Source: an optimization exercise on an open RTL-to-GDS flow (aim: small area). Production flows keep margins and buffers that such runs may drop. The RTL was checked by simulation tests, not by an equivalence proof against the original design. Power figures rest on the tool's default switching activity, not on a simulated workload.

==> flow/design.v <==
module cxd2545_core (
	input         clk,
	input         rst_n,
	input         cxd_clk,
	input         cxd_data,
	input         cxd_xlat,
	input         sqck,
	input         host_read_n,
	input  [3:0]  host_addr,
	output [23:0] host_cmd,
	output        host_irq_n,
	input  [15:0] sens_pins,
	input         soct_sel,
	input         trc_en,
	input         drain,
	input  [15:0] trc_div,
	output [31:0] track_count,
	output        trc_toggle,
	input         st_valid,
	input  [31:0] st_data,
	input         st_sof,
	input         st_eof,
	output        st_ready,
	output        sens,
	output        subq,
	output        scor,
	output        c2po,
	output        cd_bclk,
	output        cd_lrck,
	output        cd_data
);
	wire rst = ~rst_n;
	reg [4:1] clk_d, xlat_d;
	reg [5:1] sqck_d;
	reg [3:1] data_d;
	always @(posedge clk) begin
		data_d <= {data_d[2:1], cxd_data};
		if (rst) begin
			clk_d  <= 4'b0;
			xlat_d <= 4'b0;
			sqck_d <= 5'b0;
		end else begin
			clk_d  <= {clk_d[3:1], cxd_clk};
			xlat_d <= {xlat_d[3:1], cxd_xlat};
			sqck_d <= {sqck_d[4:1], sqck};
		end
	end
	wire cpu_clk_rise  = clk_d[1] & ~clk_d[2];
	wire cpu_xlat_fall = ~xlat_d[1] & xlat_d[2];
	wire s_clk_rise    = clk_d[3] & ~clk_d[4];
	wire s_xlat_fall   = ~xlat_d[3] & xlat_d[4];
	wire soct_sq_fall  = ~sqck_d[3] & sqck_d[4];
	wire subq_sq_fall  = ~sqck_d[4] & sqck_d[5];
	reg [23:0] cur_cmd;
	reg [23:0] cmd;
	reg        irq_n;
	always @(posedge clk) begin
		if (rst) begin
			cur_cmd <= 24'h0;
			cmd     <= 24'h0;
			irq_n   <= 1'b1;
		end else begin
			if (cpu_clk_rise)
				cur_cmd <= {data_d[1], cur_cmd[23:1]};
			if (cpu_xlat_fall)
				cmd <= cur_cmd;
			if (!host_read_n && host_addr == 4'h1)
				irq_n <= 1'b1;
			else if (cpu_xlat_fall)
				irq_n <= 1'b0;
		end
	end
	assign host_cmd   = cmd;
	assign host_irq_n = irq_n;
	reg cd_c2po;
	assign c2po = cd_c2po;
	reg [15:0] pre_cnt;
	reg [8:0]  div_cnt;
	reg        toggle;
	reg        prev_trig;
	reg        trk_done;
	reg [30:0] trk_cnt;
	wire tick = ~(pre_cnt < trc_div);
	always @(posedge clk) begin
		if (rst) begin
			pre_cnt   <= 16'h0;
			div_cnt   <= 9'h0;
			toggle    <= 1'b0;
			prev_trig <= 1'b0;
			trk_done  <= 1'b0;
		end else if (!tick) begin
			pre_cnt <= pre_cnt + 1'b1;
		end else begin
			pre_cnt <= 16'h0;
			if (!div_cnt[8]) begin
				div_cnt <= div_cnt + 1'b1;
			end else begin
				div_cnt <= 9'h0;
				toggle  <= ~toggle;
			end
			prev_trig <= trc_en;
			if (prev_trig && !trc_en)
				trk_done <= 1'b1;
			else if (!prev_trig && trc_en)
				trk_done <= 1'b0;
		end
	end
	always @(posedge clk) begin
		if (tick) begin
			if (!prev_trig && trc_en)
				trk_cnt <= 31'h0;
			else if (!trk_done && !(prev_trig && !trc_en))
				trk_cnt <= trk_cnt + 1'b1;
		end
	end
	assign trc_toggle  = toggle;
	assign track_count = {trk_done, trk_cnt & {31{trk_done}}};
	reg [2:0] s_cnt;
	reg [2:0] s_shift;
	reg [3:0] s_sel;
	reg       sens_r;
	wire [15:0] sens_data = {sens_pins[15:14], cd_c2po, toggle, sens_pins[11],
	                         ~cd_c2po, sens_pins[9:0]};
	always @(posedge clk) begin
		if (s_clk_rise)
			s_shift <= {data_d[3], s_shift[2:1]};
	end
	always @(posedge clk) begin
		if (rst) begin
			s_cnt  <= 3'h0;
			s_sel  <= 4'h0;
			sens_r <= 1'b0;
		end else begin
			if (s_xlat_fall) begin
				s_cnt <= 3'h0;
			end else if (s_clk_rise) begin
				s_cnt <= s_cnt + 1'b1;
				if (s_cnt == 3'd7)
					s_sel <= {data_d[3], s_shift};
			end
			sens_r <= sens_data[s_sel];
		end
	end
	assign sens = sens_r;
	reg [4:0] o_pos;
	reg       o_fok;
	reg       o_lock;
	reg       o_out;
	always @(posedge clk) begin
		if (s_xlat_fall && !soct_sq_fall) begin
			o_fok  <= sens_pins[5];
			o_lock <= ~cd_c2po;
		end
	end
	always @(posedge clk) begin
		if (rst) begin
			o_pos <= 5'd16;
			o_out <= 1'b0;
		end else if (soct_sq_fall) begin
			if (!o_pos[4])
				o_pos <= o_pos + 1'b1;
			o_out <= (o_pos <= 5'd6) | (o_pos == 5'd13 && o_fok) |
			         ((o_pos == 5'd14 || o_pos == 5'd15) && o_lock);
		end else if (s_xlat_fall) begin
			o_pos <= 5'd0;
			o_out <= 1'b1;
		end
	end
	reg lock_drain;
	always @(posedge clk) begin
		if (rst)
			lock_drain <= 1'b0;
		else if (drain)
			lock_drain <= 1'b1;
		else if (st_sof)
			lock_drain <= 1'b0;
	end
	reg wait_data;
	assign st_ready = (!drain || st_sof) ? wait_data : 1'b1;
	wire acc = st_valid & ~lock_drain & wait_data;
	reg [9:0]  word_cnt;
	reg [31:0] w_new;
	reg [31:0] w_next;
	reg        w_next_v;
	reg        new_c2po;
	reg [31:0] w_out;
	reg        w_out_v;
	reg        c2po_delay;
	reg [5:0]  cd_cnt;
	reg        clk_out;
	reg        cd_data_r;
	wire frame = (cd_cnt == 6'd0) & clk_out;
	always @(posedge clk) begin
		if (acc && (word_cnt < 10'd587 || st_sof))
			w_new <= st_data;
		if (frame) begin
			if (!wait_data)
				w_next <= w_new;
			w_out <= w_next;
		end
	end
	reg frame_bit;
	always @(*) begin
		if (cd_cnt >= 6'd40)
			frame_bit = w_out[31];
		else if (cd_cnt >= 6'd24)
			frame_bit = w_out[cd_cnt - 6'd8];
		else if (cd_cnt >= 6'd16)
			frame_bit = w_out[15];
		else
			frame_bit = w_out[cd_cnt[3:0]];
	end
	always @(posedge clk) begin
		if (rst) begin
			wait_data  <= 1'b1;
			word_cnt   <= 10'h0;
			w_next_v   <= 1'b0;
			new_c2po   <= 1'b0;
			w_out_v    <= 1'b0;
			c2po_delay <= 1'b0;
			cd_c2po    <= 1'b0;
			cd_cnt     <= 6'd0;
			clk_out    <= 1'b0;
			cd_data_r  <= 1'b0;
		end else begin
			if (acc) begin
				if (st_sof)
					word_cnt <= 10'h0;
				else
					word_cnt <= word_cnt + 1'b1;
				if (word_cnt < 10'd587 || st_sof)
					wait_data <= 1'b0;
			end
			if (frame) begin
				if (!wait_data)
					wait_data <= 1'b1;
				w_next_v  <= ~wait_data;
				new_c2po  <= wait_data;
			end
			clk_out <= ~clk_out;
			if (clk_out) begin
				cd_c2po <= c2po_delay;
				if (cd_cnt != 6'd0) begin
					cd_cnt <= cd_cnt - 1'b1;
				end else begin
					cd_cnt     <= 6'd47;
					w_out_v    <= w_next_v;
					c2po_delay <= new_c2po;
				end
				cd_data_r <= w_out_v & frame_bit;
			end
		end
	end
	assign cd_bclk = clk_out;
	assign cd_lrck = (cd_cnt >= 6'd23) && (cd_cnt != 6'd47);
	assign cd_data = cd_data_r;
	wire load_q = acc & st_eof;
	reg [31:0] q1, q2;
	reg [95:0] sub_q;
	reg        sub_q_v;
	reg        sqso;
	reg        scor_r;
	reg [3:0]  scor_latch;
	always @(posedge clk) begin
		if (subq_sq_fall)
			sub_q <= {sub_q[94:0], 1'b0};
		else if (load_q)
			sub_q <= {q2, q1, st_data};
	end
	always @(posedge clk) begin
		if (rst) begin
			q1         <= 32'h0;
			q2         <= 32'h0;
			sub_q_v    <= 1'b0;
			sqso       <= 1'b0;
			scor_r     <= 1'b0;
			scor_latch <= 4'h0;
		end else begin
			if (acc) begin
				q1 <= st_data;
				q2 <= q1;
			end
			if (subq_sq_fall)
				sqso <= sub_q_v & sub_q[95];
			else if (load_q) begin
				sqso    <= 1'b1;
				sub_q_v <= 1'b1;
			end
			if (load_q) begin
				scor_latch <= 4'hf;
				scor_r     <= 1'b1;
			end else if (scor_latch != 4'h0)
				scor_latch <= scor_latch - 1'b1;
			else
				scor_r <= 1'b0;
		end
	end
	assign scor = ~soct_sel & scor_r;
	assign subq = soct_sel ? o_out : sqso;
endmodule
==> flow/config.mk <==
export PLATFORM = sky130hd
export DESIGN_NAME = cxd2545_core
export DESIGN_NICKNAME = cxd2545_core
export VERILOG_FILES = /design/flow/design.v
export SDC_FILE = /design/flow/constraint.sdc
export NUM_CORES = 4
export LEC_CHECK = 0
export CAP_MARGIN = 20
export CORE_MARGIN = 2
export CORE_UTILIZATION = 40
export PLACE_DENSITY = 0.6
export SLEW_MARGIN = 20
==> flow/constraint.sdc <==
create_clock -name core_clock -period 10.0 [get_ports {clk}]
set_input_delay 2.0000 -clock core_clock [delete_from_list [all_inputs] [get_ports {clk}]]
set_output_delay 2.0000 -clock core_clock [all_outputs]
set_load 0.01 [all_outputs]
standard.sh (not shown) runs the stock make flow with config.mk's settings and CLKGATE_MAP_FILE= SYNTH_SCRIPT=/design/flow/synth_recipe.tcl, a recipe that flattens the netlist after the stock synthesis.
==> flow/flow/run.sh <==
#!/bin/bash
# Standard ORFS layout with smaller port buffers and a clock tree without
# dummy loads. Each tool's output goes to the ORFS logs under orfs/logs and
# make's own output to make.log in the work folder.
set -euo pipefail
cd "$(dirname "$0")/.."
bash standard.sh \
  "BUFFER_PORTS_ARGS=-buffer_cell sky130_fd_sc_hd__buf_1" \
  "CTS_ARGS=-sink_clustering_enable -repair_clock_nets -dont_use_dummy_load -buf_list sky130_fd_sc_hd__clkbuf_4" \
  finish > make.log 2>&1
The starting point produced a clean layout.
Edit:
==> flow/run.sh (new file) <==
#!/bin/bash
# synth_recipe.tcl (not shown) runs the flow's synth.tcl, then flattens the netlist and writes it again
# the make line also repeats each setting of config.mk as NAME=value (left out here)
make -C /OpenROAD-flow-scripts/flow DESIGN_CONFIG=/design/flow/config.mk WORK_HOME=/design/flow/orfs CLKGATE_MAP_FILE= SYNTH_SCRIPT=/design/flow/synth_recipe.tcl finish
removed: flow/flow/run.sh
removed: flow/standard.sh
Effect: The changed run finished with timing, DRC and antenna clean. Maximum frequency went down by 14%. Sequential share of layout area went down by 3.8 points. Design area went up by 7.5%. Combinational power went up by 10%.
Edit:
==> flow/flow/run.sh (new file) <==
#!/bin/bash
# Standard ORFS layout with smaller port buffers and a clock tree of
# clkbuf_4 cells without dummy loads. Each tool's output goes to the ORFS
# logs under orfs/logs and make's own output to make.log in the work folder.
set -euo pipefail
cd "$(dirname "$0")/.."
bash standard.sh \
  "BUFFER_PORTS_ARGS=-buffer_cell sky130_fd_sc_hd__buf_1" \
  "CTS_ARGS=-sink_clustering_enable -repair_clock_nets -dont_use_dummy_load -buf_list sky130_fd_sc_hd__clkbuf_4 -sink_clustering_size 8 -sink_clustering_max_diameter 50" \
  finish > make.log 2>&1
==> flow/standard.sh (new file) <==
#!/bin/bash
# synth_recipe.tcl (not shown) runs the flow's synth.tcl, then flattens the netlist and writes it again
# the make line also repeats each setting of config.mk as NAME=value (left out here)
make -C /OpenROAD-flow-scripts/flow DESIGN_CONFIG=/design/flow/config.mk WORK_HOME=/design/flow/orfs CLKGATE_MAP_FILE= SYNTH_SCRIPT=/design/flow/synth_recipe.tcl "${@:-finish}"
removed: flow/run.sh
Effect: Critical path depth stays the same; global-route usage stays flat; final area falls by 8.7%; power falls by 21%; routed wire length falls by 0.46%; non-clock buffer count does not change; maximum frequency rises by 16%; worst setup slack is better by 740 ps; via count rises by 0.64%; register-to-register slack is better by 430 ps.
Edit:
CORE_UTILIZATION = 65   (was 40)
PLACE_DENSITY = 0.75   (was 0.6)
=> The changed run completed with no timing, DRC or antenna violations; final area goes down by 1.6%; clock power came out lower by 3.8%; cell count goes down by 10%; power decreases by 1.2%; global-route usage is higher by 7.5 points; synthesized cell count does not change; critical path depth stays the same; wire length falls by 8.3%; die area is lower by 38%; fmax hardly moves; worst setup slack loses 13 ps.

==> re-timing with driven ports <==
How much do the figures lean on ideal ports? The routed layouts below were timed once more, with nothing changed but the port constraints. Step 1, drivers: a clkbuf_16 drives clk and a buf_2 each remaining input, both assumed. Step 2 times the ports against the registers' clock, not the clock port: input delays grow and output delays shrink by t, the midpoint of the rising clock arrivals with the driver on. Three values: ideal ports, drivers, drivers and shift; two values: the first two.
run	t, ns	setup WS [ns]	worst hold slack (ns)	worst setup path at the end
the first run	0.820	5.449 / 5.427 / 5.374	0.325 / 0.325 / 0.325	input to register
the second run	0.621	4.713 / 4.688 / 4.688	0.339 / 0.339 / 0.339	input to output
the third run	0.839	5.449 / 5.401 / 5.347	0.343 / 0.343 / 0.343	input to register
the fourth run	0.738	5.436 / 5.413 / 4.810	0.336 / 0.336 / 0.336	input to register
After both steps setup and hold are still met in every run listed. For the fourth run, which loses most, drivers alone change the setup slack by -0.023 ns; drivers and shift together by -0.626 ns.
